Source: an optimization exercise on an open RTL-to-GDS flow (aim: small area and a short achievable clock period). Production flows keep margins and buffers that such runs may drop.
In this exercise RTL edits were held to simulation tests only and were not proved equivalent to the original.
Power figures rest on the tool's default switching activity, not on a simulated workload.

==> design.v <==
module cpu (
  input clk, rst,
  output [15:0] MeAaddr, Baddr,
  output [15:0] MeMemResult,
  output [1:0] MeMemControl,
  input [15:0] AmemRead, BmemRead,
  output [175:0] registerValue
);
localparam NOP = 5'b00001;
localparam IDLE = 3'd0, EQZ = 3'd1, NEZ = 3'd2, TEQZ = 3'd3, TNEZ = 3'd4,
           JUMP = 3'd5, DB = 3'd6;
reg [4:0]  ifop, op;       
reg [10:0] iflo, lo;       
reg [15:0] pc;             
reg        s1, s2;         
always @(posedge clk or negedge rst)
  if (!rst) begin
    ifop <= NOP;
    op <= NOP;
    pc <= 16'h0000;
    s1 <= 1'b0;
    s2 <= 1'b0;
  end else begin
    ifop <= BmemRead[15:11];
    op <= ifop;
    pc <= Baddr;
    s1 <= 1'b1;
    s2 <= s1;
  end
always @(posedge clk) begin
  iflo <= BmemRead[10:0];
  lo <= iflo;
end
reg [3:0] xd, yd, zd;
reg [2:0] jc;
always @(*) begin
  xd = 0;
  yd = 0;
  zd = 4'hf;
  jc = IDLE;
  case (ifop)
    5'b00000: begin xd = 4'd9; zd = iflo[10:8]; end                  
    5'b00010: jc = DB;                                             
    5'b00100: begin xd = iflo[10:8]; jc = EQZ; end                   
    5'b00101: begin xd = iflo[10:8]; jc = NEZ; end                   
    5'b00110: begin xd = iflo[7:5]; zd = iflo[10:8]; end               
    5'b01000: begin xd = iflo[10:8]; zd = iflo[7:5]; end               
    5'b01001: begin xd = iflo[10:8]; zd = iflo[10:8]; end              
    5'b01010: xd = iflo[10:8];                                       
    5'b01100:
      case (iflo[10:8])
        3'b000: jc = TEQZ;                                         
        3'b001: jc = TNEZ;                                         
        3'b011: begin xd = 4'd9; zd = 4'd9; end                    
        3'b100: begin xd = iflo[7:5]; zd = 4'd9; end                 
        default: ;
      endcase
    5'b01101: zd = iflo[10:8];                                       
    5'b01111: begin xd = iflo[7:5]; zd = iflo[10:8]; end               
    5'b10010: begin yd = 4'd9; zd = iflo[10:8]; end                  
    5'b10011: begin yd = iflo[10:8]; zd = iflo[7:5]; end               
    5'b11010: begin xd = iflo[10:8]; yd = 4'd9; end                  
    5'b11011: begin xd = iflo[7:5]; yd = iflo[10:8]; end               
    5'b11100: begin xd = iflo[10:8]; yd = iflo[7:5]; zd = iflo[4:2]; end  
    5'b11101:
      case (iflo[4:0])
        5'b00000:
          case (iflo[7:5])
            3'b000: begin xd = iflo[10:8]; jc = JUMP; end            
            3'b010: zd = iflo[10:8];                                 
            default: ;
          endcase
        5'b00110, 5'b00111:                                        
          begin xd = iflo[7:5]; yd = iflo[10:8]; zd = iflo[7:5]; end
        5'b01010: begin xd = iflo[7:5]; yd = iflo[10:8]; end           
        5'b01100, 5'b01101:                                        
          begin xd = iflo[7:5]; yd = iflo[10:8]; zd = iflo[10:8]; end
        default: ;
      endcase
    5'b11110:
      if (iflo[0]) begin xd = iflo[10:8]; zd = 4'd8; end               
      else begin xd = 4'd8; zd = iflo[10:8]; end                     
    default: ;
  endcase
end
reg [3:0]  xi, yi, zi;      
reg        jEqz, jNez, jTeqz, jTnez, jJr, jB;
reg        fxE, fxM, fyE, fyM;  
reg  [15:0] exRes, meRes, exAddr, meAddr;
reg         exZero, meZero;
reg  [3:0]  exZ;
reg  [9:0]  meSel;          
reg  [1:0]  exCtl, meCtl;
reg         tf;
always @(posedge clk or negedge rst)
  if (!rst) begin
    xi <= 4'd0;
    yi <= 4'd0;
    zi <= 4'hf;
    {jEqz, jNez, jTeqz, jTnez, jJr, jB} <= 6'b000000;
    {fxE, fxM, fyE, fyM} <= 4'b0000;
  end else begin
    xi <= xd;
    yi <= yd;
    zi <= zd;
    jEqz <= jc == EQZ;
    jNez <= jc == NEZ;
    jTeqz <= jc == TEQZ;
    jTnez <= jc == TNEZ;
    jJr <= jc == JUMP;
    jB <= jc == DB;
    fxE <= xd == zi;
    fxM <= xd == exZ;
    fyE <= yd == zi;
    fyM <= yd == exZ;
  end
wire [15:0] meVal = meCtl[1] ? AmemRead : meRes;
reg  [15:0] q [0:9];       
wire [15:0] rv [0:9];      
genvar i;
generate
  for (i = 0; i < 10; i = i + 1) begin : regs
    assign rv[i] = meSel[i] ? meVal : q[i];
    always @(posedge clk)
      q[i] <= rv[i];
  end
endgenerate
assign registerValue = {rv[0], rv[1], rv[2], rv[3], rv[4], rv[5], rv[6], rv[7],
                        rv[8], rv[9], 16'h0000};
reg [15:0] qx, qy;
always @(*) begin
  qx = 16'h0000;
  qy = 16'h0000;
  case (xi)
    4'd0: qx = q[0]; 4'd1: qx = q[1]; 4'd2: qx = q[2]; 4'd3: qx = q[3];
    4'd4: qx = q[4]; 4'd5: qx = q[5]; 4'd6: qx = q[6]; 4'd7: qx = q[7];
    4'd8: qx = q[8]; 4'd9: qx = q[9];
    default: ;
  endcase
  case (yi)
    4'd0: qy = q[0]; 4'd1: qy = q[1]; 4'd2: qy = q[2]; 4'd3: qy = q[3];
    4'd4: qy = q[4]; 4'd5: qy = q[5]; 4'd6: qy = q[6]; 4'd7: qy = q[7];
    4'd9: qy = q[9];
    default: ;
  endcase
end
wire [15:0] opX = fxE ? exRes : fxM ? meVal : qx;
wire [15:0] opY = fyE ? exRes : fyM ? meVal : qy;
wire [15:0] sext8 = {{8{lo[7]}}, lo[7:0]};
wire [15:0] sext11 = {{5{lo[10]}}, lo[10:0]};
wire xZero = fxE ? exZero : fxM ? (meCtl[1] ? ~|AmemRead : meZero) : ~|qx;
wire tTake = (jTeqz & ~tf) | (jTnez & tf) | jJr | jB;
wire takeZ = tTake | jEqz;      
wire takeNz = tTake | jNez;     
wire [15:0] relPC = pc + (jB ? sext11 : sext8);
wire [15:0] seqPC = pc + {15'd0, s2};
wire [15:0] target = jJr ? opX : relPC;
wire [15:0] pcZ = takeZ ? target : seqPC;
wire [15:0] pcNz = takeNz ? target : seqPC;
assign Baddr = xZero ? pcZ : pcNz;
wire is11101 = (op == 5'b11101);
wire isSub = (op == 5'b11100 && lo[1]) || op == 5'b01010 || is11101;
wire [15:0] addB = (op == 5'b11100 || is11101) ? opY :
                   (op == 5'b01000) ? {{12{lo[3]}}, lo[3:0]} : sext8;
wire [16:0] sum = {1'b0, opX} + {1'b0, isSub ? ~addB : addB} + {16'd0, isSub};
wire [3:0] shImm = (lo[4:2] == 3'd0) ? 4'd8 : {1'b0, lo[4:2]};
wire [3:0] shrAmt = (op == 5'b00110) ? shImm : opY[3:0];
wire [15:0] shr = (is11101 && |opY[15:4]) ? 16'h0000 : (opX >> shrAmt);
wire [15:0] shl = opX << shImm;
wire selAdd = op == 5'b00000 || op == 5'b01000 || op == 5'b01001 ||
              (op == 5'b01100 && lo[10:8] == 3'b011) || (op == 5'b11100 && lo[0]);
wire selX = (op == 5'b01100 && lo[10:8] == 3'b100) || op == 5'b01111 ||
            op == 5'b11010 || op == 5'b11011 || op == 5'b11110;
wire selLi = op == 5'b01101;
wire selShl = op == 5'b00110 && lo[1:0] == 2'b00;
wire selShr = (op == 5'b00110 && lo[1]) || (is11101 && lo[4:1] == 4'b0011);
wire selPC = is11101 && lo[7:0] == 8'b01000000;
wire selAnd = is11101 && lo[4:0] == 5'b01100;
wire selOr = is11101 && lo[4:0] == 5'b01101;
wire [15:0] res = ({16{selAdd}} & sum[15:0]) | ({16{selX}} & opX) |
                  ({16{selLi}} & {8'd0, lo[7:0]}) | ({16{selShl}} & shl) |
                  ({16{selShr}} & shr) | ({16{selPC}} & pc) |
                  ({16{selAnd}} & (opX & opY)) | ({16{selOr}} & (opX | opY));
wire tSlti = op == 5'b01010;
wire tSlt = is11101 && lo[4:0] == 5'b00010;
wire tCmp = is11101 && lo[4:0] == 5'b01010;
wire tNext = tSlti ? ~sum[16] : tCmp ? |sum[15:0] : tSlt ? 1'b0 : tf;
wire isMem = op[4] && !op[2] && op[1];           
wire [1:0] ctl = isMem ? (op[3] ? 2'b01 : 2'b10) : 2'b00;
wire [15:0] addr = opY + (op[0] ? {{11{lo[4]}}, lo[4:0]} : sext8);
always @(posedge clk or negedge rst)
  if (!rst) begin
    exZ <= 4'hf;
    meSel <= 10'h3ff;
    exCtl <= 2'b00;
    meCtl <= 2'b00;
    tf <= 1'b0;
    meRes <= 16'h0000;
  end else begin
    exZ <= zi;
    meSel <= 10'd1 << exZ;
    exCtl <= ctl;
    meCtl <= exCtl;
    tf <= tNext;
    meRes <= exRes;
  end
always @(posedge clk) begin
  exRes <= res;
  exZero <= ~|res;
  meZero <= exZero;
  exAddr <= addr;
  meAddr <= exAddr;
end
assign MeAaddr = meAddr;
assign MeMemResult = meRes;
assign MeMemControl = meCtl;
endmodule
==> run.sh <==
#!/bin/bash
# synth_recipe.tcl (not shown) runs the flow's synth.tcl, then flattens the netlist and writes it again
# the make line also repeats each setting of config.mk as NAME=value (left out here)
make -C /OpenROAD-flow-scripts/flow DESIGN_CONFIG=/design/flow/config.mk WORK_HOME=/design/flow/orfs CLKGATE_MAP_FILE= SYNTH_SCRIPT=/design/flow/synth_recipe.tcl finish
==> config.mk <==
export PLATFORM = sky130hd
export DESIGN_NAME = cpu
export DESIGN_NICKNAME = cpu
export VERILOG_FILES = /design/flow/design.v
export SDC_FILE = /design/flow/constraint.sdc
export NUM_CORES = 4
export LEC_CHECK = 0
export ABC_CLOCK_PERIOD_IN_PS = 5000
export CAP_MARGIN = 20
export CORE_MARGIN = 2
export CORE_UTILIZATION = 40
export SETUP_SLACK_MARGIN = 4.5
export SLEW_MARGIN = 20
==> constraint.sdc <==
create_clock -name core_clock -period 10.5 [get_ports {clk}]
set_input_delay 2.1000 -clock core_clock [delete_from_list [all_inputs] [get_ports {clk}]]
set_output_delay 2.1000 -clock core_clock [all_outputs]
set_load 0.01 [all_outputs]
==> impl_metrics.toml, run 1 <==
[route]
drt-total-wl_um = 85800
drt-initial-drc-count = 2302
wl_per_cell_um = 27.8
drc = 0
drtAntennaViolNets = 0
drt_first_pass_iters = 6
vias_per_cell = 6.26
via_count = 19300

[worst_setup_path]
timing.rr.start = "fyM$_DFF_PN0_"
path_max_fanout = 8
worstPathCellList = "buf_2 -> nor4b_2 -> nand4_1 -> nor4_4 -> o21ai_1 -> o31a_1 -> o21ai_2 -> mux2_4 -> nor4_4 -> buf_4 -> buf_6 -> buf_16 -> mux2i_2 -> buf_2"
crit_slowest_cell = "mux2_4"
critPathKind = "input pin to output pin"
required_ns = 8.40
r2r_setup_slack_ns = 4.71
r2r_end = "exZero$_DFF_P_"
r2r_cells = 18
end_kind = "output pin"
critical_path.top_delay_family = "simple AND/OR/NAND/NOR gates"
setup.worst_path.start_class = "input pin"
critical_path.max_stage_delay_ns = 0.34
crit_buf_inv = 5
arrival_ns = 4.77

[min_path]
min_to = "meAddr[3]$_DFF_P_"
holdCritPathClass = "register to register"
hold_depth = 0
min_from = "exAddr[3]$_DFF_P_"

[logic_synthesis]
synth_area_leaders = "dfxtp_1 (24%), dfrtp_1 (8.5%), a21oi_1 (6.9%), mux2i_1 (5.8%), nor2_1 (5.4%)"
synth_edf_count = 0
yosys.area.top_type = "dfxtp_1"
syn_avg_cell_area_um2 = 8.53
synth_top_area_share_pct = 24.4
synth_cells = 2233
ys.flop_type = "dfxtp_1"
yosysUniqueCellTypes = 108
ys_ff_latch = 317
synthArstFlopShare_pct = 26.8
syn_area_um2 = 19000
synth-seq-area-share_pct = 35.7
ys_warn_count = 2

[timing]
period_needed_ns = 6.87
fmax_ghz = 0.146
hold_viol = 0
finalSetupViolations = 0
rsz0062_at_grt = "yes"
fin_crit_sh_pct = 65.4
fin_skew_ns = 0.0470
maxSlewHeadroom_pct = 28.7
slew_violations = 0
setup_slack_ns = 3.63
tightest_slew_ns = 1.07
tns_ns = 0

[pwr]
ir_drop_v = 0.000187
pwr_density_cell_nw_per_um2 = 318
leakage_nw = 9.51

[floorplanning]
io_pins = 260
die_w_um = 222
core_area_um2 = 46800
start_util_pct = 40.7
num_rows = 79
die_y_um = 222
fp.dieArea_um2 = 49400

[finish]
n_fill_cell = 4439
seq_area_um2 = 6810
multi_input_area_um2 = 11700
syn2layout_area_growth_pct = 26.5
final_nets = 2536
drive_above_1_share_pct = 14.5

[clock_tree]
cts_tree = "yes"
clk_path_buf_depth = 3
cts_max_level = 2
insertion_delay_ns = 0.58
cts_buffers = 36
path_clk_slew_ns = 0.06
cts_sinks = 317
root_buffer = "clkbuf_16"

[global_route]
grt_pass1_vias = 18100
overflow = 0
grt_max_degree = 70
grtUsageTotal_pct = 33.2
grt_antenna_before_repair = 1
grt_pass1_wl_um = 123000

[placement]
dp_slack_ns = 2.55
dp_hpwl_um = 63800
place.gp.congestion = 0.964
portBuffers = 243

[flow_run]
max_cap_violations = 0

[outcome]
outcome = "finished clean"
==> flip-flops by register name (all words and copies together), names as in the netlist, 5 cells and up <==
| signal | flops |
|---|---|
| q | 160 |
| exAddr | 16 |
| exRes | 16 |
| meAddr | 16 |
| meRes | 16 |
| pc | 16 |
| iflo | 11 |
| lo | 11 |
| meSel | 10 |
| ifop | 5 |
| op | 5 |
==> what timing repair did <==
| action | in CTS | in global routing |
|---|---|---|
| endpoints found under the setup margin | 32 | 28 |
| resized for setup | 183 | 57 |
| buffers inserted | 27 | 20 |
| pin swaps | 26 | 34 |
| cloned | 1 | 3 |
| hold buffers | 0 | 0 |
==> metrics by stage <==
stage               util (%)  area [um^2]  cells  hold slack, ns  total power, mW
global placement        46.8        21900   2969           0.311             6.01
detailed placement      46.8        21900   2970           0.312             6.02
CTS                     50.4        23600   3063           0.325             7.47
floorplan                  -        19200   2248           0.310             4.11
finish                  51.5        24100   3087           0.323             7.66
global route            51.5        24100   3086           0.329             7.97
==> per-layer routing <==
| layer | vias to the layer above | share of wire, % | GRT usage, % |
|---|---|---|---|
| met1 | 9501 | 44 | 47.5 |
| met3 | 177 | 9.4 | 6.14 |
| met5 | - | 0 | 0 |
| met4 | 0 | 3.2 | 10.8 |
| li1 | 8595 | - | - |
| met2 | 1045 | 44 | 50.4 |
==> worst max-delay path by stage <==
stage	startpoint	to	cells after the start	slack (ns)
finish	AmemRead[14]	Baddr[10]	14	3.63
global placement	AmemRead[7]	Baddr[14]	12	2.53
global route	xi[0]$_DFF_PN0_	Baddr[10]	15	3.55
floorplan	AmemRead[7]	Baddr[10]	10	4.23
detailed placement	AmemRead[7]	Baddr[2]	12	2.55
CTS	AmemRead[0]	Baddr[4]	14	3.57
==> logic make-up after synthesis <==
kind of cell / count (synthesis) / synth area share [%]
and+or+nand+nor: 740 / 20.1
AOI/OAI and AO/OA: 650 / 22.0
DFF: 317 / 35.7
buffers and inverters: 237 / 5.75
muxes: 156 / 9.30
xor gates and xnor gates: 81 / 3.73
adders and majority gates: 50 / 3.40
other: 2 / 0.0394
==> worst register-to-register path, stage by stage, from the launching register on <==
cell	delay [ns]
dfrtp_1	0.65
nor2_1	0.70
nor2_2	0.20
nor2_2	0.44
a221o_1	0.49
o21ai_1	0.16
xor2_1	0.18
ha_1	0.41
nand2_1	0.11
or3_1	0.35
a21oi_1	0.19
nand2b_1	0.14
a21oi_2	0.05
xnor2_1	0.20
nor2_1	0.10
or4_4	0.59
nor4_2	0.28
nand4b_1	0.17
nor4b_2	0.28
==> cell usage after synthesis (all sizes together), types with 8 or more instances <==
cell type  instances
a22o              19
dfrtp             65
and3b             12
o31ai             10
nand2            123
a211oi            23
and2              11
xnor2             32
nand3             48
o2111ai           12
xor2              49
nor4b             10
o21ai            114
or3b               8
o22ai             17
a221o             14
nand4b            10
a2bb2oi           10
and3              19
dfxtp            232
nand4             16
nand2b            23
a22oi             20
nor2             276
clkbuf           105
or3               10
inv               61
nand3b            30
ha                47
a222oi            13
o211ai            12
dfstp             20
o221ai             9
buf               69
mux2              32
a221oi             9
a21oi            265
mux4              12
mux2i            112
nor3              46
nor2b             30
o21bai            11
nor4              24
a21o              14
a31oi             11
==> cells in the final DEF (no fill, tap or decap), types with 17 or more instances in the layout <==
master,instances
mux2i_1,94
nand3_1,48
o21ai_0,103
nor2_1,273
dfxtp_1,229
nor3_1,45
a211oi_1,21
nor4_1,18
dfrtp_1,60
xnor2_1,31
mux2_2,24
conb_1,17
nand3b_1,29
nand2b_1,21
nand2_1,123
clkdlybuf4s50_1,208
buf_4,73
ha_1,45
a21oi_1,253
and3_1,17
xor2_1,47
inv_1,58
clkbuf_16,39
nor2b_1,27
buf_6,20
a22o_1,19
dfstp_2,20
a22oi_1,20
==> cell type report <==
type / instances / share of cell area (%)
well taps: 607 / 3.15
inverters: 63 / 0.982
clock buffers: 46 / 4.15
repair buffers: 340 / 14.0
diodes: 1 / 0.0104
clock inverters: 19 / 0.961
multi-input cells: 1694 / 48.5
flip-flops and latches: 317 / 28.3
==> power by group <==
part / total [mW] / internal, mW / leakage [nW] / switching, mW
registers: 2.29 / 1.70 / 2.98 / 0.591
logic: 4.04 / 1.79 / 5.92 / 2.25
clock network: 1.33 / 0.779 / 0.610 / 0.552
==> run 2: changes to the inputs <==
--- a/design.v
+++ b/design.v
@@ -84,5 +84,5 @@
   endcase
 end
-reg [3:0]  xi, yi, zi;      
+reg [3:0]  zi;              
 reg        jEqz, jNez, jTeqz, jTnez, jJr, jB;
 reg        fxE, fxM, fyE, fyM;  
@@ -95,12 +95,8 @@
 always @(posedge clk or negedge rst)
   if (!rst) begin
-    xi <= 4'd0;
-    yi <= 4'd0;
     zi <= 4'hf;
     {jEqz, jNez, jTeqz, jTnez, jJr, jB} <= 6'b000000;
     {fxE, fxM, fyE, fyM} <= 4'b0000;
   end else begin
-    xi <= xd;
-    yi <= yd;
     zi <= zd;
     jEqz <= jc == EQZ;
@@ -128,20 +124,27 @@
 assign registerValue = {rv[0], rv[1], rv[2], rv[3], rv[4], rv[5], rv[6], rv[7],
                         rv[8], rv[9], 16'h0000};
-reg [15:0] qx, qy;
+reg [15:0] rx, ry;
 always @(*) begin
-  qx = 16'h0000;
-  qy = 16'h0000;
-  case (xi)
-    4'd0: qx = q[0]; 4'd1: qx = q[1]; 4'd2: qx = q[2]; 4'd3: qx = q[3];
-    4'd4: qx = q[4]; 4'd5: qx = q[5]; 4'd6: qx = q[6]; 4'd7: qx = q[7];
-    4'd8: qx = q[8]; 4'd9: qx = q[9];
+  rx = 16'h0000;
+  ry = 16'h0000;
+  case (xd)
+    4'd0: rx = rv[0]; 4'd1: rx = rv[1]; 4'd2: rx = rv[2]; 4'd3: rx = rv[3];
+    4'd4: rx = rv[4]; 4'd5: rx = rv[5]; 4'd6: rx = rv[6]; 4'd7: rx = rv[7];
+    4'd8: rx = rv[8]; 4'd9: rx = rv[9];
     default: ;
   endcase
-  case (yi)
-    4'd0: qy = q[0]; 4'd1: qy = q[1]; 4'd2: qy = q[2]; 4'd3: qy = q[3];
-    4'd4: qy = q[4]; 4'd5: qy = q[5]; 4'd6: qy = q[6]; 4'd7: qy = q[7];
-    4'd9: qy = q[9];
+  case (yd)
+    4'd0: ry = rv[0]; 4'd1: ry = rv[1]; 4'd2: ry = rv[2]; 4'd3: ry = rv[3];
+    4'd4: ry = rv[4]; 4'd5: ry = rv[5]; 4'd6: ry = rv[6]; 4'd7: ry = rv[7];
+    4'd9: ry = rv[9];
     default: ;
   endcase
+end
+reg [15:0] qx, qy;
+reg        qxZero;
+always @(posedge clk) begin
+  qx <= rx;
+  qy <= ry;
+  qxZero <= ~|rx;
 end
 wire [15:0] opX = fxE ? exRes : fxM ? meVal : qx;
@@ -149,5 +152,5 @@
 wire [15:0] sext8 = {{8{lo[7]}}, lo[7:0]};
 wire [15:0] sext11 = {{5{lo[10]}}, lo[10:0]};
-wire xZero = fxE ? exZero : fxM ? (meCtl[1] ? ~|AmemRead : meZero) : ~|qx;
+wire xZero = fxE ? exZero : fxM ? (meCtl[1] ? ~|AmemRead : meZero) : qxZero;
 wire tTake = (jTeqz & ~tf) | (jTnez & tf) | jJr | jB;
 wire takeZ = tTake | jEqz;      
==> flow/run.sh (new file) <==
#!/bin/bash
# The standard layout, with the smallest buffer (buf_1) on the ports instead of
# the one buffer_ports picks by itself; repair_timing upsizes those on slow paths.
set -euo pipefail
bash standard.sh "BUFFER_PORTS_ARGS=-buffer_cell sky130_fd_sc_hd__buf_1" finish > make.log 2>&1
==> standard.sh (new file) <==
#!/bin/bash
# synth_recipe.tcl (not shown) runs the flow's synth.tcl, then flattens the netlist and writes it again
# the make line also repeats each setting of config.mk as NAME=value (left out here)
make -C /OpenROAD-flow-scripts/flow DESIGN_CONFIG=/design/flow/config.mk WORK_HOME=/design/flow/orfs CLKGATE_MAP_FILE= SYNTH_SCRIPT=/design/flow/synth_recipe.tcl "${@:-finish}"
removed: run.sh
==> run 2 against run 1 <==
Against the previous run:
- clock skew increased by 0.0050 ns
- via count increased by 2.7%
- count of clock-buffer cells in the layout increased by 14
- register-to-register slack improved by 0.06 ns
- sequential share of layout area increased by 3.7 points
- area after synthesis increased by 1.2%
- sequential cell count increased by 25
- global-route usage increased by 1.3 points
- critical path type unchanged
- critical endpoint is now Baddr[14]
- largest cell class unchanged
==> impl_metrics.toml, run 2 <==
[outcome]
outcome = "finished clean"

[clock_tree]
cts_sinks = 342
cts_hold_buffers = 0
path_clk_slew_ns = 0.05
insertion_delay_ns = 0.61
root_buffer = "clkbuf_16"
cts_buffers = 40
cts_max_level = 2
cts_tree = "yes"
clk_path_buf_depth = 3

[placement]
dp_hpwl_um = 65600
placed_cell_area_um2 = 20900
portBuffers = 243
place.gp.congestion = 1.01

[logic_synthesis]
yosys.area.top_type = "dfxtp_1"
ys_warn_count = 2
yosysUniqueCellTypes = 93
synth-seq-area-share_pct = 37.7
syn_avg_cell_area_um2 = 8.22
synth_cells = 2343
synth.most_common_cell = "dfxtp_1"
synth_area_leaders = "dfxtp_1 (28%), dfrtp_1 (7.4%), a21oi_1 (5.5%), nor2_1 (4.8%), o21ai_0 (4.4%)"
syn_area_um2 = 19300
ys_ff_latch = 342
synthTopCellsByCount = "dfxtp_1 (265), nor2_1 (244), a21oi_1 (210)"
synth_top_area_share_pct = 27.5
ys.flop_type = "dfxtp_1"
synth_edf_count = 0
synthArstFlopShare_pct = 22.5

[finish]
final_area_um2 = 22700
layout_commonest_cell = "dfxtp_1"
n_fill_cell = 4695
largest_register_ffs = 160
regMostFlops = "q"
syn2layout_area_growth_pct = 17.9
final_cell_mix = "dfxtp_1 (265), nor2_1 (243), buf_1 (220)"
drive_above_1_share_pct = 10.8
final_nets = 2629

[worst_setup_path]
r2r_setup_slack_ns = 4.77
end_kind = "output pin"
required_ns = 8.40
arrival_ns = 4.62
path_max_fanout = 3
critPathKind = "input pin to output pin"
setup.worst_path.start_class = "input pin"

[pwr]
clkPwrFrac_pct = 20.5
power_frac_seq_pct = 29.0
ir_drop_v = 0.000203
pwr_density_cell_nw_per_um2 = 331
internal-power_mw = 4.02
p_comb_share_pct = 50.5
p_sw_mw = 3.50
swShare_pct = 46.5
leakage_nw = 9.26

[flow_run]
max_cap_violations = 0

[timing]
hold_viol = 0
maxSlewHeadroom_pct = 25.2
rsz0062_at_grt = "yes"
fin_skew_ns = 0.0520
finalSetupViolations = 0
fin_crit_sh_pct = 64.0
period_needed_ns = 6.72
fmax_ghz = 0.149
tns_ns = 0
tightest_slew_ns = 1.10
slew_violations = 0

[floorplanning]
start_util_pct = 40.4
core_area_um2 = 47600
fp.dieArea_um2 = 49900
io_pins = 260
die_y_um = 223
die_w_um = 223
num_rows = 80

[min_path]
holdCritPathClass = "register to register"

[route]
drt-initial-drc-count = 2318
wl_per_cell_um = 27.6
drt-total-wl_um = 88200
vias_per_cell = 6.22
drtAntennaViolNets = 0
drc = 0
drt_first_pass_iters = 6
via_count = 19800

[global_route]
grt_max_degree = 78
overflow = 0
grt_pass1_vias = 18600
grt_antenna_before_repair = 1
grt_pass1_wl_um = 127000
grtUsageTotal_pct = 34.5
==> run 2: cell count changes after synthesis, moves of 33 or more <==
cell / previous run / this run
a21oi_1: 263 / 210
dfxtp_1: 232 / 265
o211ai_1: 12 / 60
mux2i_1: 110 / 68
nand2_1: 123 / 204
o21ai_0: 108 / 168
inv_1: 58 / 111
==> run 2: final timing paths <==
| kind | endpoint | cells after the start | from |
|---|---|---|---|
| max | Baddr[14] | 14 | AmemRead[10] |
| min | meAddr[12]$_DFF_P_ | 0 | exAddr[12]$_DFF_P_ |
| max reg2reg | exZero$_DFF_P_ | 15 | op[4]$_DFF_PN0_ |
| min reg2reg | meAddr[12]$_DFF_P_ | 0 | exAddr[12]$_DFF_P_ |
| max in group asynchronous | pc[15]$_DFF_PN0_ | 2 | rst |
| min in group asynchronous | meRes[9]$_DFF_PN0_ | 2 | rst |
==> run 2: power by group through the flow <==
stage / combinational, mW / clock, mW / sequential [mW]
global placement: 3.63 / 0 / 2.19
finish: 3.80 / 1.54 / 2.18
floorplan: 2.26 / 0 / 2.07
global route: 4.05 / 1.61 / 2.23
detailed placement: 3.62 / 0 / 2.20
CTS: 3.68 / 1.56 / 2.18
==> run 2: critical path, stage by stage <==
cell and delay, ns:
buf_8 0.10, nor4_4 0.27, buf_4 0.20, nand3_2 0.08
o221ai_2 0.14, o21ai_1 0.10, o21ai_2 0.14, mux2_4 0.33
nor4_4 0.28, buf_12 0.17, nor3b_4 0.04, mux2_4 0.29
a221oi_4 0.19, buf_2 0.17
==> run 2: layout make-up <==
type                            instances  area (um^2)  area share, %
Multi-Input combinational cell       1730        11200           49.2
Sequential cell                       342         7260           31.9
Timing Repair Buffer                  314         1610           7.07
Clock buffer                           60         1220           5.36
Tap cell                              615          769           3.39
Inverter                              116          442           1.94
Clock inverter                         14          248           1.09
Antenna cell                            1         2.50         0.0110
==> run 2: cells by family after synthesis <==
group           after synthesis  share of synthesized area (%)
mux                          94                           5.27
other cells                   2                         0.0390
buf+inv                     286                           6.13
xor+xnor                     80                           3.64
compound gates              759                           26.0
flops                       342                           37.7
fa+ha+maj                    51                           3.43
simple gates                729                           17.8
==> run 2: layer usage <==
metal	track usage, %	up-vias	part of all wire [%]
met1	44.9	9645	41
met4	16.8	2	5.1
met5	0	-	0.020
met2	55.8	1070	46
li1	-	8889	-
met3	5.52	236	8.3
==> run 2: timing repair <==
action	4_1_cts	5_1_grt
gates resized for setup	48	19
pin swaps	10	4
gates cloned	2	0
setup buffers	8	4
endpoints found under the setup margin	18	18
==> run 2: metrics by stage <==
stage                     utilization (%)  power, mW  setup WS (ns)  hold WS (ns)  cells
final                                47.7       7.52           3.78         0.325   3192
after global routing                 47.7       7.89           3.62         0.325   3191
after CTS                            47.4       7.41           3.72         0.327   3186
after detailed placement             43.8       5.82           3.22         0.314   3102
after global placement               43.7       5.81           3.24         0.315   3101
after floorplan                         -       4.33           4.46         0.310   2358
==> run 3: changes to the inputs <==
--- a/design.v
+++ b/design.v
@@ -169,6 +169,14 @@
 wire [3:0] shImm = (lo[4:2] == 3'd0) ? 4'd8 : {1'b0, lo[4:2]};
 wire [3:0] shrAmt = (op == 5'b00110) ? shImm : opY[3:0];
-wire [15:0] shr = (is11101 && |opY[15:4]) ? 16'h0000 : (opX >> shrAmt);
-wire [15:0] shl = opX << shImm;
+function [15:0] rev16(input [15:0] v);
+  integer k;
+  for (k = 0; k < 16; k = k + 1)
+    rev16[k] = v[15 - k];
+endfunction
+wire shLeft = lo[1:0] == 2'b00;       
+wire [15:0] shIn = shLeft ? rev16(opX) : opX;
+wire [15:0] shOut = shIn >> shrAmt;
+wire [15:0] shr = (is11101 && |opY[15:4]) ? 16'h0000 : shOut;
+wire [15:0] shl = rev16(shOut);
 wire selAdd = op == 5'b00000 || op == 5'b01000 || op == 5'b01001 ||
               (op == 5'b01100 && lo[10:8] == 3'b011) || (op == 5'b11100 && lo[0]);
==> run 3 against run 2 <==
Against the previous run:
- still clean on timing, DRC and antenna
- synthesized cell count is 0.34% lower
- sequential cell count stayed put
- register-to-register slack lost 0.18 ns
- critical path depth grew 22
- core utilization increased by 0.89 points
- global-route usage fell by 2.2 points
- area after synthesis fell by 2.0%
- non-clock buffer count is 40 higher
- cell area is 0.47% lower
- final cell count increased by 0.81%
==> impl_metrics.toml, run 3 <==
[route]
drtAntennaViolNets = 0
drt_first_pass_iters = 6
vias_per_cell = 6.00
drc = 0
drt-initial-drc-count = 2282
via_count = 19300
drt-total-wl_um = 82600
wl_per_cell_um = 25.7

[global_route]
grt_max_degree = 54
overflow = 0
grtUsageTotal_pct = 32.3
grt_pass1_vias = 18100
grt_antenna_before_repair = 4
grt_pass1_wl_um = 120000

[logic_synthesis]
synth_cells = 2335
synth_top_area_share_pct = 28.1
yosys.area.top_type = "dfxtp_1"
synthTopCellsByCount = "nand2_1 (270), dfxtp_1 (265), nor2_1 (237)"
ys.flop_type = "dfxtp_1"
syn_area_um2 = 18900
ys_warn_count = 2
synthArstFlopShare_pct = 22.5
syn_avg_cell_area_um2 = 8.09
synth-seq-area-share_pct = 38.4
synth.most_common_cell = "nand2_1"
yosysUniqueCellTypes = 82
ys_ff_latch = 342
synth_area_leaders = "dfxtp_1 (28%), dfrtp_1 (7.6%), a21oi_1 (5.9%), nand2_1 (5.4%), o21ai_0 (5.0%)"
synth_edf_count = 0

[clock_tree]
clk_path_buf_depth = 3
cts_max_level = 2
insertion_delay_ns = 0.58
cts_tree = "yes"
root_buffer = "clkbuf_16"
cts_buffers = 40
cts_sinks = 342
path_clk_slew_ns = 0.06

[placement]
place.gp.congestion = 0.992
placed_cells = 3081
dp_slack_ns = 3.02
dp_hpwl_um = 58800
portBuffers = 243

[finish]
largest_register_ffs = 160
syn2layout_area_growth_pct = 19.8
instances_no_fill = 3218
final_cell_mix = "nand2_1 (269), dfxtp_1 (264), nor2_1 (234)"
drive_above_1_share_pct = 12.0
final_nets = 2667
regMostFlops = "q"
layout_commonest_cell = "nand2_1"

[timing]
finalSetupViolations = 0
maxSlewHeadroom_pct = 23.1
fmax_ghz = 0.154
tightest_slew_ns = 1.15
fin_crit_sh_pct = 62.0
fin_skew_ns = 0.0136
period_needed_ns = 6.51
setup_slack_ns = 3.99
tns_ns = 0
worst_hold_slack_ns = 0.324
hold_viol = 0
slew_violations = 0
rsz0062_at_grt = "yes"

[worst_setup_path]
crit_slowest_cell = "nor4_4"
setup.worst_path.start_class = "input pin"
required_ns = 10.98
arrival_ns = 6.98
end_kind = "register"
path_max_fanout = 4
critical_path.max_stage_delay_ns = 0.36
cpMostUsedCell = "buf_4"
critPathKind = "input pin to register"

[pwr]
leakage_nw = 9.38
ir_drop_v = 0.000214
finalPower_mw = 6.93
pwr_density_cell_nw_per_um2 = 306

[flow_run]
max_cap_violations = 0

[floorplanning]
io_pins = 260
start_util_pct = 40.6
core_area_um2 = 46600
die_w_um = 221
die_y_um = 221
fp.dieArea_um2 = 49000
num_rows = 79

[min_path]
holdCritPathClass = "register to register"

[outcome]
outcome = "finished clean"
run 3: final timing paths:
check / from / endpoint / slack (ns) / cells past startpoint
setup reg to reg: lo[2]$_DFF_P_ / pc[15]$_DFF_PN0_ / 4.59 / 34
hold / removal: exAddr[1]$_DFF_P_ / meAddr[1]$_DFF_P_ / 0.32 / 0
hold reg to reg: exAddr[1]$_DFF_P_ / meAddr[1]$_DFF_P_ / 0.32 / 0
max in group asynchronous: rst / ifop[0]$_DFF_PN1_ / 7.90 / 2
setup / recovery: AmemRead[15] / pc[15]$_DFF_PN0_ / 3.99 / 36
min in group asynchronous: rst / meRes[13]$_DFF_PN0_ / 1.58 / 1
run 3: through the flow:
stage / cell area (um^2) / util, %
finish: 22600 / 48.6
detailed placement: 20400 / 43.7
global placement: 20400 / 43.7
floorplan: 18900 / -
global route: 22600 / 48.6
CTS: 22300 / 48.0
run 3: logic make-up after synthesis:
group           share of synthesized area [%]
xor+xnor                                 3.90
buf+inv                                  5.81
compound gates                           23.5
other cells                            0.0398
simple gates                             18.8
flops                                    38.4
mux                                      5.62
fa+ha+maj                                3.82
run 3: cell type report:
class	instances	area [um^2]
Fill cell	4560	23900
Multi-Input combinational cell	1740	10900
Sequential cell	342	7260
Timing Repair Buffer	354	1910
Clock buffer	56	1220
Tap cell	607	759
Inverter	104	390
Clock inverter	14	136
Antenna cell	1	2.50
run 3: report_power, final:
group          internal, mW  switching, mW
registers              1.81          0.284
logic                  1.22           2.17
clock network         0.857          0.592
run 3: timing repair:
| item | CTS | global route |
|---|---|---|
| pin swaps | 10 | 9 |
| cloned | 3 | 0 |
| resized for setup | 52 | 66 |
| hold buffers | 0 | 0 |
| setup endpoints to repair | 19 | 21 |
| setup buffers | 54 | 9 |
run 3: metal layers:
metal / track usage, % / vias to the layer above / wire length (um)
li1: - / 8813 / -
met1: 43.5 / 9199 / 34200
met2: 50.4 / 1078 / 36900
met3: 5.42 / 224 / 7350
met4: 15.5 / 2 / 4130
met5: 0 / - / 11
run 3: critical path, delay by kind of cell:
family	cells	cell delay, ns
AO/OA/AOI/OAI	5	0.49
buffers and inverters	25	3.18
multiplexers	1	0.27
AND/OR/NAND/NOR	5	0.91
==> run 4: changes to the inputs <==
--- a/design.v
+++ b/design.v
@@ -88,5 +88,4 @@
 reg        fxE, fxM, fyE, fyM;  
 reg  [15:0] exRes, meRes, exAddr, meAddr;
-reg         exZero, meZero;
 reg  [3:0]  exZ;
 reg  [9:0]  meSel;          
@@ -142,9 +141,7 @@
 end
 reg [15:0] qx, qy;
-reg        qxZero;
 always @(posedge clk) begin
   qx <= rx;
   qy <= ry;
-  qxZero <= ~|rx;
 end
 wire [15:0] opX = fxE ? exRes : fxM ? meVal : qx;
@@ -152,5 +149,7 @@
 wire [15:0] sext8 = {{8{lo[7]}}, lo[7:0]};
 wire [15:0] sext11 = {{5{lo[10]}}, lo[10:0]};
-wire xZero = fxE ? exZero : fxM ? (meCtl[1] ? ~|AmemRead : meZero) : qxZero;
+wire useAm = fxM & ~fxE & meCtl[1];
+wire earlyZero = fxE ? ~|exRes : fxM ? ~|meRes : ~|qx;
+wire amZero = ~|AmemRead;
 wire tTake = (jTeqz & ~tf) | (jTnez & tf) | jJr | jB;
 wire takeZ = tTake | jEqz;      
@@ -161,5 +160,6 @@
 wire [15:0] pcZ = takeZ ? target : seqPC;
 wire [15:0] pcNz = takeNz ? target : seqPC;
-assign Baddr = xZero ? pcZ : pcNz;
+wire [15:0] pcE = earlyZero ? pcZ : pcNz;
+assign Baddr = useAm ? (amZero ? pcZ : pcNz) : pcE;
 wire is11101 = (op == 5'b11101);
 wire isSub = (op == 5'b11100 && lo[1]) || op == 5'b01010 || is11101;
@@ -218,6 +218,4 @@
 always @(posedge clk) begin
   exRes <= res;
-  exZero <= ~|res;
-  meZero <= exZero;
   exAddr <= addr;
   meAddr <= exAddr;
==> run 4 against run 3 <==
Against the previous run:
- still clean
- sequential cell count is 3 lower
- first-iteration DRC count is 6.6% lower
- sequential share of layout area is 1.7 points higher
- cell area is 5.9% lower
- die area is 4.2% lower
- sequential power is 2% higher
- largest cell class unchanged
- largest power group unchanged
==> impl_metrics.toml, run 4 <==
[outcome]
outcome = "finished clean"

[timing]
fin_crit_sh_pct = 59.7
setup_slack_ns = 4.23
tightest_slew_ns = 1.11
finalSetupViolations = 0
slew_violations = 0
tns_ns = 0
maxSlewHeadroom_pct = 26.3
hold_viol = 0
rsz0062_at_grt = "yes"
fin_skew_ns = 0.0267
fmax_ghz = 0.160
period_needed_ns = 6.27

[route]
drtAntennaViolNets = 0
wl_per_cell_um = 24.1
drt-initial-drc-count = 2131
drt_first_pass_iters = 6
via_count = 17900
drc = 0
drt-total-wl_um = 72600
vias_per_cell = 5.94

[pwr]
finalPower_mw = 7.20
leakage_nw = 8.80
ir_drop_v = 0.000189
pwr_density_cell_nw_per_um2 = 338

[global_route]
grt_pass1_wl_um = 106000
grtUsageTotal_pct = 29.9
grt_max_degree = 78
grt_pass1_vias = 16200
overflow = 0
grt_antenna_before_repair = 0

[placement]
portBuffers = 243
dp_hpwl_um = 54100
place.gp.congestion = 1.00
dp_slack_ns = 2.55

[logic_synthesis]
muxShareOfSynthArea_pct = 5.74
syn_area_um2 = 18100
synthTopCellsByCount = "nor2_1 (268), dfxtp_1 (262), a21oi_1 (246)"
ys.flop_type = "dfxtp_1"
synth_top_area_share_pct = 29.0
ys_ff_latch = 339
synthXorXnorAreaFrac_pct = 3.92
synth_fa_ha_area_share_pct = 3.72
synthArstFlopShare_pct = 22.7
yosys.area.top_type = "dfxtp_1"
synth_top_family_by_area = "compound AO/OA/AOI/OAI gates"
yosysUniqueCellTypes = 81
synth_cells = 2192
synth_area_leaders = "dfxtp_1 (29%), dfrtp_1 (7.9%), a21oi_1 (6.8%), nor2_1 (5.6%), nand2_1 (4.5%)"
synth.most_common_cell = "nor2_1"
synth-compound-area-share_pct = 23.7
synth_edf_count = 0
yosys.area_share.simple_pct = 16.7
syn_avg_cell_area_um2 = 8.25
ys_warn_count = 2
synth-seq-area-share_pct = 39.8

[floorplanning]
die_y_um = 217
io_pins = 260
fp.dieArea_um2 = 46900
start_util_pct = 40.7
core_area_um2 = 44400
num_rows = 77
die_w_um = 217

[finish]
layout_commonest_cell = "nor2_1"
final_cell_mix = "nor2_1 (263), dfxtp_1 (260), buf_1 (232)"
n_fill_cell = 4348
largest_register_ffs = 160
final_nets = 2474
drive_above_1_share_pct = 9.59
diodes = 0
syn2layout_area_growth_pct = 17.7
regMostFlops = "q"

[clock_tree]
cts_max_level = 2
path_clk_slew_ns = 0.05
cts_hold_buffers = 0
cts_tree = "yes"
insertion_delay_ns = 0.58
cts_buffers = 39
clk_path_buf_depth = 3
cts_sinks = 339
root_buffer = "clkbuf_16"

[worst_setup_path]
setup.worst_path.start_class = "input pin"
r2r_setup_slack_ns = 4.80
critPathKind = "input pin to output pin"
path_max_fanout = 5
arrival_ns = 4.17
end_kind = "output pin"
required_ns = 8.40

[min_path]
holdCritPathClass = "register to register"

[flow_run]
max_cap_violations = 0
## run 4: worst paths after layout
check,startpoint,end,cells past startpoint
max in group asynchronous,rst,fxM$_DFF_PN0_,2
setup / recovery,AmemRead[9],Baddr[15],12
hold reg to reg,exAddr[1]$_DFF_P_,meAddr[1]$_DFF_P_,0
setup reg to reg,op[4]$_DFF_PN0_,tf$_DFFE_PN0P_,14
hold / removal,exAddr[1]$_DFF_P_,meAddr[1]$_DFF_P_,0
min in group asynchronous,rst,pc[14]$_DFF_PN0_,2
## run 4: layer usage
layer,global-route usage (%),up-vias,wire length (um)
met4,10.7,0,2570
met1,42.8,8570,31500
met5,0,-,0
met3,4.55,127,6650
li1,-,8189,-
met2,45.5,996,31800
## run 4: logic make-up after synthesis
logic type / Yosys count
simple gates: 686
flops: 339
fa+ha+maj: 52
buf+inv: 280
other cells: 2
xor+xnor: 81
mux: 76
compound gates: 676
## run 4: critical path, cell delays in order
cell      delay, ns
buf_6          0.10
nor4_4         0.33
nand4_1        0.21
nand3_2        0.14
o21ai_4        0.10
mux2i_4        0.22
nand3_4        0.12
nand2b_4       0.16
nor3_2         0.05
mux2_4         0.28
nor3_4         0.19
buf_2          0.16
## run 4: timing repair
item                                    in CTS  in global routing
gates resized for setup                     48                 27
gates cloned                                 1                  1
pin swaps                                    9                 11
setup buffers                                4                  8
endpoints found under the setup margin      19                 17
## run 4: metrics by stage
step	hold WS (ns)	util [%]	cell area [um^2]	cells
floorplan	0.310	-	18100	2207
global placement	0.313	43.8	19500	2925
detailed placement	0.314	43.8	19500	2925
CTS	0.327	47.5	21100	3001
global route	0.331	47.9	21300	3010
finish	0.325	47.9	21300	3010
## run 4: power breakdown
part	switching [mW]	internal (mW)
sequential	0.296	1.84
clock	0.574	0.872
combinational	2.41	1.20
## run 4: cell type report
cell class	instances	area (um^2)	share of cell area (%)
multi-input combinational	1590	10100	47.7
inverter	120	450	2.12
clock buffer	55	1160	5.44
sequential	339	7200	33.8
timing repair buffer	298	1370	6.46
clock inverter	16	214	1.01
tap	592	741	3.48
==> run 5: changes to the inputs <==
--- a/design.v
+++ b/design.v
@@ -151,5 +151,11 @@
 wire useAm = fxM & ~fxE & meCtl[1];
 wire earlyZero = fxE ? ~|exRes : fxM ? ~|meRes : ~|qx;
-wire amZero = ~|AmemRead;
+wire xZero;
+zeroSelect xZeroSelect (
+  .am(AmemRead),
+  .useAm(useAm),
+  .early(earlyZero),
+  .zero(xZero)
+);
 wire tTake = (jTeqz & ~tf) | (jTnez & tf) | jJr | jB;
 wire takeZ = tTake | jEqz;      
@@ -160,6 +166,10 @@
 wire [15:0] pcZ = takeZ ? target : seqPC;
 wire [15:0] pcNz = takeNz ? target : seqPC;
-wire [15:0] pcE = earlyZero ? pcZ : pcNz;
-assign Baddr = useAm ? (amZero ? pcZ : pcNz) : pcE;
+mux16 baddrMux (
+  .sel(xZero),
+  .a(pcZ),
+  .b(pcNz),
+  .y(Baddr)
+);
 wire is11101 = (op == 5'b11101);
 wire isSub = (op == 5'b11100 && lo[1]) || op == 5'b01010 || is11101;
@@ -225,2 +235,16 @@
 assign MeMemControl = meCtl;
 endmodule
+module zeroSelect (
+  input [15:0] am,
+  input useAm, early,
+  output zero
+);
+assign zero = useAm ? ~|am : early;
+endmodule
+module mux16 (
+  input sel,
+  input [15:0] a, b,
+  output [15:0] y
+);
+assign y = sel ? a : b;
+endmodule
--- a/config.mk
+++ b/config.mk
@@ -6,8 +6,8 @@
 export NUM_CORES = 4
 export LEC_CHECK = 0
-export ABC_CLOCK_PERIOD_IN_PS = 5000
 export CAP_MARGIN = 20
 export CORE_MARGIN = 2
-export CORE_UTILIZATION = 40
-export SETUP_SLACK_MARGIN = 4.5
+export CORE_UTILIZATION = 55
+export SETUP_SLACK_MARGIN = 5
 export SLEW_MARGIN = 20
+export SYNTH_HIERARCHICAL = 1
==> run 5 against run 4 <==
Against the previous run:
- register-to-register slack improved by 0.48 ns
- synthesized cell count grew 1.5%
- critical path depth down 5
- largest power group unchanged
- sequential cell count is the same
- via count is 5.9% higher
- combinational power is 8.3% higher
- count of clock-buffer cells in the layout fell by 2
- largest cell class unchanged
- worst hold slack about the same
- still clean on timing, DRC and antenna
==> impl_metrics.toml, run 5 <==
[outcome]
outcome = "finished clean"

[worst_setup_path]
end_kind = "output pin"
timing.rr.start = "op[4]$_DFF_PN0_"
endpoint = "Baddr[13]"
critPathKind = "input pin to output pin"
critical_path.max_stage_delay_ns = 0.40
arrival_ns = 3.76
path_max_fanout = 16
setup.worst_path.start_class = "input pin"
worstPathCellList = "buf_2 -> nor4_1 -> nand4_1 -> o22ai_2 -> buf_6 -> mux2_2 -> buf_2"
r2r_setup_slack_ns = 5.28
crit_slowest_cell = "mux2_2"
r2r_cells = 16
critical_path.top_delay_family = "buffers and inverters"
cp_num_cells = 7
cp-startpoint = "AmemRead[13]"
crit_buf_inv = 3
cpMostUsedCell = "buf_2"
r2r_end = "tf$_DFFE_PN0P_"
required_ns = 8.40

[timing]
period_needed_ns = 5.86
hold_viol = 0
fin_skew_ns = 0.0181
rsz0062_at_grt = "yes"
finalSetupViolations = 0
tightest_slew_ns = 1.18
slew_violations = 0
tns_ns = 0
fin_crit_sh_pct = 55.8
fmax_ghz = 0.171
worst_hold_slack_ns = 0.325
maxSlewHeadroom_pct = 21.1
setup_slack_ns = 4.64

[route]
drt-initial-drc-count = 2297
drc = 0
drtAntennaViolNets = 0
drt-total-wl_um = 73800
via_count = 18900
vias_per_cell = 6.47
wl_per_cell_um = 25.2
drt_first_pass_iters = 8

[floorplanning]
die_y_um = 189
core_area_um2 = 33500
fp.dieArea_um2 = 35500
die_w_um = 189
num_rows = 67
io_pins = 260
start_util_pct = 55.9

[logic_synthesis]
yosysUniqueCellTypes = 96
ys_warn_count = 8
yosys.area.top_type = "dfxtp_1"
syn_area_um2 = 18700
synth_edf_count = 0
synthTopCellsByCount = "dfxtp_1 (262), nor2_1 (252), a21oi_1 (229)"
synth_top_area_share_pct = 28.0
syn_avg_cell_area_um2 = 8.42
ys_ff_latch = 339
synthArstFlopShare_pct = 22.7
synth_cells = 2224
synth_area_leaders = "dfxtp_1 (28%), dfrtp_1 (7.6%), a21oi_1 (6.1%), nor2_1 (5.1%), nand2_1 (4.0%)"
synth.most_common_cell = "dfxtp_1"
synth-seq-area-share_pct = 38.4
ys.flop_type = "dfxtp_1"

[global_route]
grt_pass1_wl_um = 109000
grtUsageTotal_pct = 40.4
grt_antenna_before_repair = 0
grt_pass1_vias = 17300
overflow = 0
grt_max_degree = 59

[min_path]
holdCritPathClass = "register to register"

[finish]
layout_commonest_cell = "dfxtp_1"
largest_register_ffs = 160
final_area_um2 = 21900
final_cell_mix = "dfxtp_1 (258), nor2_1 (252), buf_1 (232)"
syn2layout_area_growth_pct = 17.1
regMostFlops = "q"
diodes = 0
n_fill_cell = 2858
drive_above_1_share_pct = 13.2
final_nets = 2534

[clock_tree]
cts_hold_buffers = 0
cts_max_level = 2
cts_sinks = 339
root_buffer = "clkbuf_16"
path_clk_slew_ns = 0.06
clk_path_buf_depth = 3
cts_buffers = 38
insertion_delay_ns = 0.58
cts_tree = "yes"

[placement]
dp_hpwl_um = 54200
portBuffers = 243
placed_cell_area_um2 = 19900
place.gp.congestion = 1.05
dp_slack_ns = 4.03

[pwr]
finalPower_mw = 7.51
pwr_density_cell_nw_per_um2 = 342
leakage_nw = 9.08
ir_drop_v = 0.000222

[flow_run]
max_cap_violations = 0
run 5: cell types whose count changed after synthesis, sizes merged, moves of 13 or more:
cell / change
nor2: -13
clkbuf: -20
buf: +14
o221ai: -13
a21oi: -16
a221oi: +17
a222oi: -14
nand2: -21
o22ai: +20
mux2i: +14
mux2: +23
run 5: report_power, final:
part           internal [mW]  switching (mW)  leakage (nW)
Sequential              1.84           0.323          3.13
Combinational           1.40            2.52          5.29
Clock                  0.845           0.581         0.662
run 5: routing by layer:
metal  track usage [%]  part of all wire [%]  vias to the layer above
li1                  -                     -                     8414
met1              55.6                    40                     8890
met2              59.9                    43                     1369
met3              8.38                    12                      263
met4              21.4                   6.2                        0
met5                 0                     0                        -
run 5: cells by family (layout without fill, tap and decap cells):
| family | count (synthesis) | in the layout | synth area share [%] |
|---|---|---|---|
| compound gates | 685 | 685 | 23.5 |
| xor+xnor | 89 | 89 | 4.16 |
| fa+ha+maj | 52 | 52 | 3.59 |
| buf+inv | 267 | 506 | 6.15 |
| flops | 339 | 339 | 38.4 |
| mux | 111 | 111 | 7.53 |
| other cells | 2 | 17 | 0.0401 |
| simple gates | 679 | 679 | 16.6 |
run 5: Yosys stat by module, one instance, submodules excluded:
module,times used,cells inside,area [um^2]
cpu,1,2198,18400
mux16,1,18,249
zeroSelect,1,8,53.8
run 5: area by class of cell:
cell class / instances / area, um^2 / area share [%]
repair buffers: 323 / 1620 / 7.37
flip-flops and latches: 339 / 7210 / 32.9
well taps: 448 / 561 / 2.55
clock buffers: 53 / 1140 / 5.20
clock inverters: 17 / 199 / 0.907
multi-input cells: 1633 / 10800 / 49.2
inverters: 113 / 424 / 1.93
run 5: worst min path at each step:
stage | endpoint | cells after the start | from
after floorplan | meAddr[0]$_DFF_P_ | 0 | exAddr[0]$_DFF_P_
after global placement | meAddr[14]$_DFF_P_ | 0 | exAddr[14]$_DFF_P_
after detailed placement | meAddr[11]$_DFF_P_ | 0 | exAddr[11]$_DFF_P_
after CTS | meAddr[9]$_DFF_P_ | 0 | exAddr[9]$_DFF_P_
after global routing | meAddr[5]$_DFF_P_ | 0 | exAddr[5]$_DFF_P_
final | meAddr[5]$_DFF_P_ | 0 | exAddr[5]$_DFF_P_
run 5: through the flow:
step	utilization, %	instances
after floorplan	-	2239
after global placement	59.3	2810
after detailed placement	59.3	2810
after CTS	64.9	2918
after global routing	65.4	2926
final	65.4	2926
run 5: timing repair:
action | 4_1_cts | 5_1_grt
pin swaps | 11 | 7
gates resized for setup | 84 | 38
setup buffers | 38 | 8
endpoints found under the setup margin | 29 | 33
run 5: worst reg2reg max path: cells and delay by family, from the launching register on:
family | cells | cell delay [ns]
adder cells (fa/ha/maj) | 1 | 0.34
AND/OR/NAND/NOR | 6 | 2.23
flip-flops | 1 | 0.47
XOR/XNOR | 2 | 0.34
AO/OA/AOI/OAI | 7 | 1.73
==> run 6: changes to the inputs <==
==> flow/run.sh (replaced) <==
#!/bin/bash
# The standard layout, with the smallest buffer (buf_1) on the ports, and
# clock tree synthesis without dummy loads.
set -euo pipefail
bash standard.sh "BUFFER_PORTS_ARGS=-buffer_cell sky130_fd_sc_hd__buf_1" "CTS_ARGS=-sink_clustering_enable -repair_clock_nets -dont_use_dummy_load" finish > make.log 2>&1
==> run 6 against run 5 <==
Against the previous run:
- setup slack improved by 0.0050 ns
- register-to-register slack barely moved
- still clean
- non-clock buffer count up 12
- first-iteration DRC count up 5.7%
- sequential cell count stayed put
- highest routed layer unchanged
- power fell by 3.3%
- via count shrank 0.11%
- sequential share of layout area up 0.35 points
==> impl_metrics.toml, run 6 <==
[outcome]
outcome = "finished clean"

[floorplanning]
io_pins = 260
die_y_um = 189
fp.dieArea_um2 = 35500
start_util_pct = 55.9
num_rows = 67
core_area_um2 = 33500
die_w_um = 189

[timing]
period_needed_ns = 5.85
hold_viol = 0
tns_ns = 0
finalSetupViolations = 0
slew_violations = 0
tightest_slew_ns = 1.09
fmax_ghz = 0.171
fin_skew_ns = 0.0491
maxSlewHeadroom_pct = 26.8
fin_crit_sh_pct = 55.8
setup_slack_ns = 4.65
rsz0062_at_grt = "yes"

[logic_synthesis]
synthTopCellsByCount = "dfxtp_1 (262), nor2_1 (252), a21oi_1 (229)"
ys.flop_type = "dfxtp_1"
synth_top_area_share_pct = 28.0
synth_cells = 2224
yosys.area.top_type = "dfxtp_1"
syn_area_um2 = 18700
synth_edf_count = 0
ys_ff_latch = 339
synthArstFlopShare_pct = 22.7
synth-seq-area-share_pct = 38.4
synth.most_common_cell = "dfxtp_1"
syn_avg_cell_area_um2 = 8.42
synth_area_leaders = "dfxtp_1 (28%), dfrtp_1 (7.6%), a21oi_1 (6.1%), nor2_1 (5.1%), nand2_1 (4.0%)"
yosysUniqueCellTypes = 96
ys_warn_count = 8

[global_route]
grt_pass1_wl_um = 109000
grt_antenna_before_repair = 0
overflow = 0
grt_pass1_vias = 17200
grtUsageTotal_pct = 40.3
grt_max_degree = 59

[finish]
final_cell_mix = "dfxtp_1 (258), nor2_1 (252), buf_1 (230)"
largest_register_ffs = 160
drive_above_1_share_pct = 13.2
syn2layout_area_growth_pct = 15.9
final_nets = 2546
layout_commonest_cell = "dfxtp_1"
final_area_um2 = 21700
regMostFlops = "q"
final_util_pct = 64.7
n_fill_cell = 2914

[placement]
portBuffers = 243
dp_hpwl_um = 54200
placed_cell_area_um2 = 19900
dp_slack_ns = 4.03
place.gp.congestion = 1.05

[pwr]
leakage_nw = 8.96
pwr_density_cell_nw_per_um2 = 335
ir_drop_v = 0.000223
finalPower_mw = 7.27

[route]
drc = 0
drt-total-wl_um = 73900
drt-initial-drc-count = 2428
drtAntennaViolNets = 0
via_count = 18900
vias_per_cell = 6.51
wl_per_cell_um = 25.4
drt_first_pass_iters = 7

[clock_tree]
insertion_delay_ns = 0.57
root_buffer = "clkbuf_16"
cts_tree = "yes"
cts_buffers = 38
path_clk_slew_ns = 0.05
cts_sinks = 339
clk_path_buf_depth = 3
cts_max_level = 2

[worst_setup_path]
critical_path.top_delay_family = "buffers and inverters"
end_kind = "output pin"
critical_path.max_stage_delay_ns = 0.40
arrival_ns = 3.75
path_max_fanout = 16
crit_slowest_cell = "mux2_2"
required_ns = 8.40
worstPathCellList = "buf_2 -> nor4_1 -> nand4_1 -> o22ai_2 -> buf_6 -> mux2_2 -> buf_2"
crit_buf_inv = 3
cpMostUsedCell = "buf_2"
setup.worst_path.start_class = "input pin"
critPathKind = "input pin to output pin"
r2r_setup_slack_ns = 5.29

[min_path]
holdCritPathClass = "register to register"

[flow_run]
max_cap_violations = 0
-- run 6: cells by family after synthesis --
group,after synthesis,synth area share [%]
and+or+nand+nor,679,16.6
other,2,0.0401
AOI/OAI and AO/OA,685,23.5
DFF,339,38.4
adders and majority gates,52,3.59
xor gates and xnor gates,89,4.16
muxes,111,7.53
buffers and inverters,267,6.15
-- run 6: through the flow --
step           instances  hold slack (ns)
2_1_floorplan       2239            0.310
3_3_place_gp        2810            0.310
3_5_place_dp        2810            0.312
4_1_cts             2884            0.325
5_1_grt             2906            0.335
6_report            2907            0.324
-- run 6: per-module statistics from Yosys, one instance, submodules excluded --
module / cell area [um^2] / cells / flops+latches
mux16: 249 / 18 / 0
cpu: 18400 / 2198 / 339
zeroSelect: 53.8 / 8 / 0
-- run 6: final cells by class --
cell class	instances	area, um^2	share of cell area, %
antenna	1	2.50	0.0115
sequential	339	7210	33.2
clock buffer	38	951	4.38
timing repair buffer	335	1720	7.92
inverter	113	424	1.95
tap	448	561	2.58
multi-input combinational	1633	10800	49.9
-- run 6: metal layers --
metal	share of wire, %	vias up	track usage [%]
li1	-	8397	-
met1	40	8916	55.4
met2	43	1356	60.2
met3	11	247	8.44
met4	5.9	0	20.3
met5	0	-	0
-- run 6: worst paths after layout --
kind / startpoint / endpoint / cells after the start
hold reg to reg: exAddr[7]$_DFF_P_ / meAddr[7]$_DFF_P_ / 0
setup reg to reg: op[4]$_DFF_PN0_ / tf$_DFFE_PN0P_ / 16
setup / recovery: AmemRead[13] / Baddr[13] / 7
hold / removal: exAddr[7]$_DFF_P_ / meAddr[7]$_DFF_P_ / 0
min in group asynchronous: rst / meRes[10]$_DFF_PN0_ / 1
max in group asynchronous: rst / jJr$_DFF_PN0_ / 2
-- run 6: where the power goes --
group          switching (mW)  leakage (nW)  total [mW]  internal [mW]
Combinational            2.53          5.36        3.96           1.43
Sequential              0.321          3.13        2.17           1.84
Clock                   0.505         0.468        1.14          0.634
-- run 6: what timing repair did --
action                                  in CTS  in global routing
endpoints found under the setup margin      29                 34
resized for setup                           83                 55
pin swaps                                    7                 13
hold buffers                                 0                  0
buffers inserted                            36                 21
==> run 7: changes to the inputs <==
--- a/config.mk
+++ b/config.mk
@@ -8,5 +8,5 @@
 export CAP_MARGIN = 20
 export CORE_MARGIN = 2
-export CORE_UTILIZATION = 55
+export CORE_UTILIZATION = 45
 export SETUP_SLACK_MARGIN = 5
 export SLEW_MARGIN = 20
==> run 7 against run 6 <==
Against the previous run:
- die area up 22%
- area after synthesis unchanged
- global-route usage down 6.8 points
- combinational power about the same
- clock power about the same
- largest power group unchanged
==> impl_metrics.toml, run 7 <==
[worst_setup_path]
critPathKind = "input pin to output pin"
path_max_fanout = 4
timing.rr.start = "op[1]$_DFF_PN0_"
end_kind = "output pin"
r2r_end = "tf$_DFFE_PN0P_"
critical_path.top_delay_family = "multiplexers"
crit_buf_inv = 3
setup.worst_path.start_class = "input pin"
crit_slowest_cell = "mux2_4"
arrival_ns = 3.73
r2r_cells = 14
r2r_setup_slack_ns = 5.26
worstPathCellList = "buf_6 -> mux2i_4 -> a211oi_2 -> a21oi_2 -> inv_2 -> nand2_2 -> o21ai_2 -> mux2_4 -> mux2_4 -> buf_6"
critical_path.max_stage_delay_ns = 0.28
required_ns = 8.40

[placement]
dp_hpwl_um = 56200
portBuffers = 243
place.gp.congestion = 0.994
dp_slack_ns = 4.00

[finish]
layout_commonest_cell = "dfxtp_1"
largest_register_ffs = 160
regMostFlops = "q"
final_cell_mix = "dfxtp_1 (257), nor2_1 (252), buf_1 (227)"
drive_above_1_share_pct = 13.2
diodes = 0
final_nets = 2543
syn2layout_area_growth_pct = 16.7

[pwr]
p_comb_share_pct = 54.5
ir_drop_v = 0.000195
pwr_density_cell_nw_per_um2 = 333
clkPwrFrac_pct = 15.6
p_sw_mw = 3.37
finalPower_mw = 7.28
swShare_pct = 46.3
power_frac_seq_pct = 29.9
internal-power_mw = 3.91
leakage_nw = 8.99

[route]
drt_first_pass_iters = 6
drt-initial-drc-count = 2108
wl_per_cell_um = 25.4
drtAntennaViolNets = 0
vias_per_cell = 6.14
drt-total-wl_um = 75900
via_count = 18400
drc = 0

[clock_tree]
root_buffer = "clkbuf_16"
clk_path_buf_depth = 3
cts_tree = "yes"
cts_buffers = 38
cts_sinks = 339
insertion_delay_ns = 0.58
cts_max_level = 2
cts_hold_buffers = 0
path_clk_slew_ns = 0.07

[flow_run]
max_cap_violations = 0

[min_path]
holdCritPathClass = "register to register"
min_to = "meAddr[2]$_DFF_P_"
min_from = "exAddr[2]$_DFF_P_"
hold_depth = 0

[timing]
setup_slack_ns = 4.67
period_needed_ns = 5.83
fin_crit_sh_pct = 55.5
hold_viol = 0
maxSlewHeadroom_pct = 25.6
fin_skew_ns = 0.0538
rsz0062_at_grt = "yes"
tns_ns = 0
tightest_slew_ns = 1.12
finalSetupViolations = 0
fmax_ghz = 0.172
slew_violations = 0

[logic_synthesis]
yosysUniqueCellTypes = 96
syn_area_um2 = 18700
synth_edf_count = 0
syn_avg_cell_area_um2 = 8.42
yosys.area.top_type = "dfxtp_1"
ys_ff_latch = 339
synth_cells = 2224
synth-seq-area-share_pct = 38.4
synthTopCellsByCount = "dfxtp_1 (262), nor2_1 (252), a21oi_1 (229)"
synth.most_common_cell = "dfxtp_1"
ys.flop_type = "dfxtp_1"
synth_top_area_share_pct = 28.0
synthArstFlopShare_pct = 22.7
ys_warn_count = 8
synth_area_leaders = "dfxtp_1 (28%), dfrtp_1 (7.6%), a21oi_1 (6.1%), nor2_1 (5.1%), nand2_1 (4.0%)"

[floorplanning]
fp.dieArea_um2 = 43300
die_y_um = 208
core_area_um2 = 40900
start_util_pct = 45.8
io_pins = 260
die_w_um = 208
num_rows = 74

[global_route]
top_usage_layer = "met2"
grt_antenna_before_repair = 0
use_met3_pct = 5.66
grt_pass1_vias = 16900
grtUsageTotal_pct = 33.5
grt_max_degree = 65
grt_pass1_wl_um = 111000
use_met2_pct = 52.2
overflow = 0
grt_util_met1_pct = 45.6

[outcome]
outcome = "finished clean"
run 7: cell counts after synthesis:
Identical to the previous run, type by type.
run 7: stage by stage:
step | hold WS [ns] | cell area (um^2) | instances | utilization (%)
finish | 0.314 | 21900 | 2987 | 53.4
global route | 0.326 | 21900 | 2987 | 53.4
CTS | 0.317 | 21500 | 2969 | 52.4
detailed placement | 0.312 | 20000 | 2893 | 48.8
global placement | 0.313 | 20000 | 2893 | 48.8
floorplan | 0.310 | 18800 | 2239 | -
run 7: what timing repair did:
item / in CTS / in global routing
resized for setup: 79 / 73
setup endpoints to repair: 27 / 45
pin swaps: 7 / 13
buffers inserted: 38 / 17
run 7: layer usage:
layer	vias to the layer above	part of all wire, %
met1	8762	41
met3	200	8.7
met4	0	5.0
met5	-	0
met2	1000	45
li1	8391	-
run 7: area by class of cell:
| class | instances | area [um^2] |
|---|---|---|
| Clock buffer | 38 | 951 |
| Fill cell | 3879 | 19100 |
| Inverter | 113 | 424 |
| Multi-Input combinational cell | 1633 | 10900 |
| Sequential cell | 339 | 7210 |
| Tap cell | 532 | 666 |
| Timing Repair Buffer | 332 | 1750 |
run 7: kinds of logic after synthesis:
family / share of synthesized area [%]
compound gates: 23.5
xor+xnor: 4.16
fa+ha+maj: 3.59
buf+inv: 6.15
flops: 38.4
mux: 7.53
other cells: 0.0401
simple gates: 16.6
run 7: worst max path at each step:
stage,from,end,depth (start not counted)
2_1_floorplan,AmemRead[7],tf$_DFFE_PN0P_,16
3_3_place_gp,AmemRead[6],Baddr[6],10
3_5_place_dp,AmemRead[8],Baddr[8],10
4_1_cts,AmemRead[6],Baddr[6],10
5_1_grt,AmemRead[3],tf$_DFFE_PN0P_,18
6_report,AmemRead[6],Baddr[6],10
run 7: power groups by stage:
stage          clock network, mW  logic [mW]  registers, mW
2_1_floorplan                  0        2.36           2.05
3_3_place_gp                   0        3.51           2.18
3_5_place_dp                   0        3.52           2.19
4_1_cts                     1.15        3.76           2.17
5_1_grt                     1.20        4.23           2.22
6_report                    1.14        3.97           2.18
run 7: Yosys stat by module (local to each module, per instance):
module | times used | cells | area (um^2)
mux16 | 1 | 18 | 249
cpu | 1 | 2198 | 18400
zeroSelect | 1 | 8 | 53.8

re-timing with driven ports:
How much do the figures lean on ideal ports? The routed layouts below were timed once more, with nothing changed but the port constraints. Step 1 sets driving cells, clkbuf_16 on the clock port and buf_2 on the other inputs (assumed; they add their load-dependent delay and slew). Step 2 moves the port delays by t, midway between the first and last clock arrival at a register: inputs arrive t later, outputs are due t later. That takes back most of the time a late clock gives input paths. Three values: ideal, step 1, step 2; two values: the first two.
run | t (ns) | setup slack, ns | worst setup path after step 2 | slew at the worst register clock pin (ns) | worst slew at a driven data input, ns
run 1 | 0.611 | 3.632 / 3.586 / 3.596 | input to output | 0.07 / 0.07 | 0.05
run 2 | 0.646 | 3.782 / 3.743 / 3.699 | input to register | 0.07 / 0.07 | 0.05
run 3 | 0.629 | 3.991 / 4.013 / 3.384 | input to register | 0.06 / 0.06 | 0.09
run 4 | 0.616 | 4.234 / 4.201 / 3.972 | input to register | 0.06 / 0.06 | 0.04
run 5 | 0.621 | 4.641 / 4.623 / 4.317 | input to register | 0.07 / 0.07 | 0.06
run 6 | 0.600 | 4.646 / 4.628 / 4.318 | input to register | 0.06 / 0.06 | 0.05
run 7 | 0.609 | 4.672 / 4.637 / 4.246 | input to register | 0.07 / 0.07 | 0.04
After both steps every run listed still meets setup and hold. For run 3, which loses most, drivers alone change the setup slack by +0.022 ns; drivers and shift together by -0.607 ns.
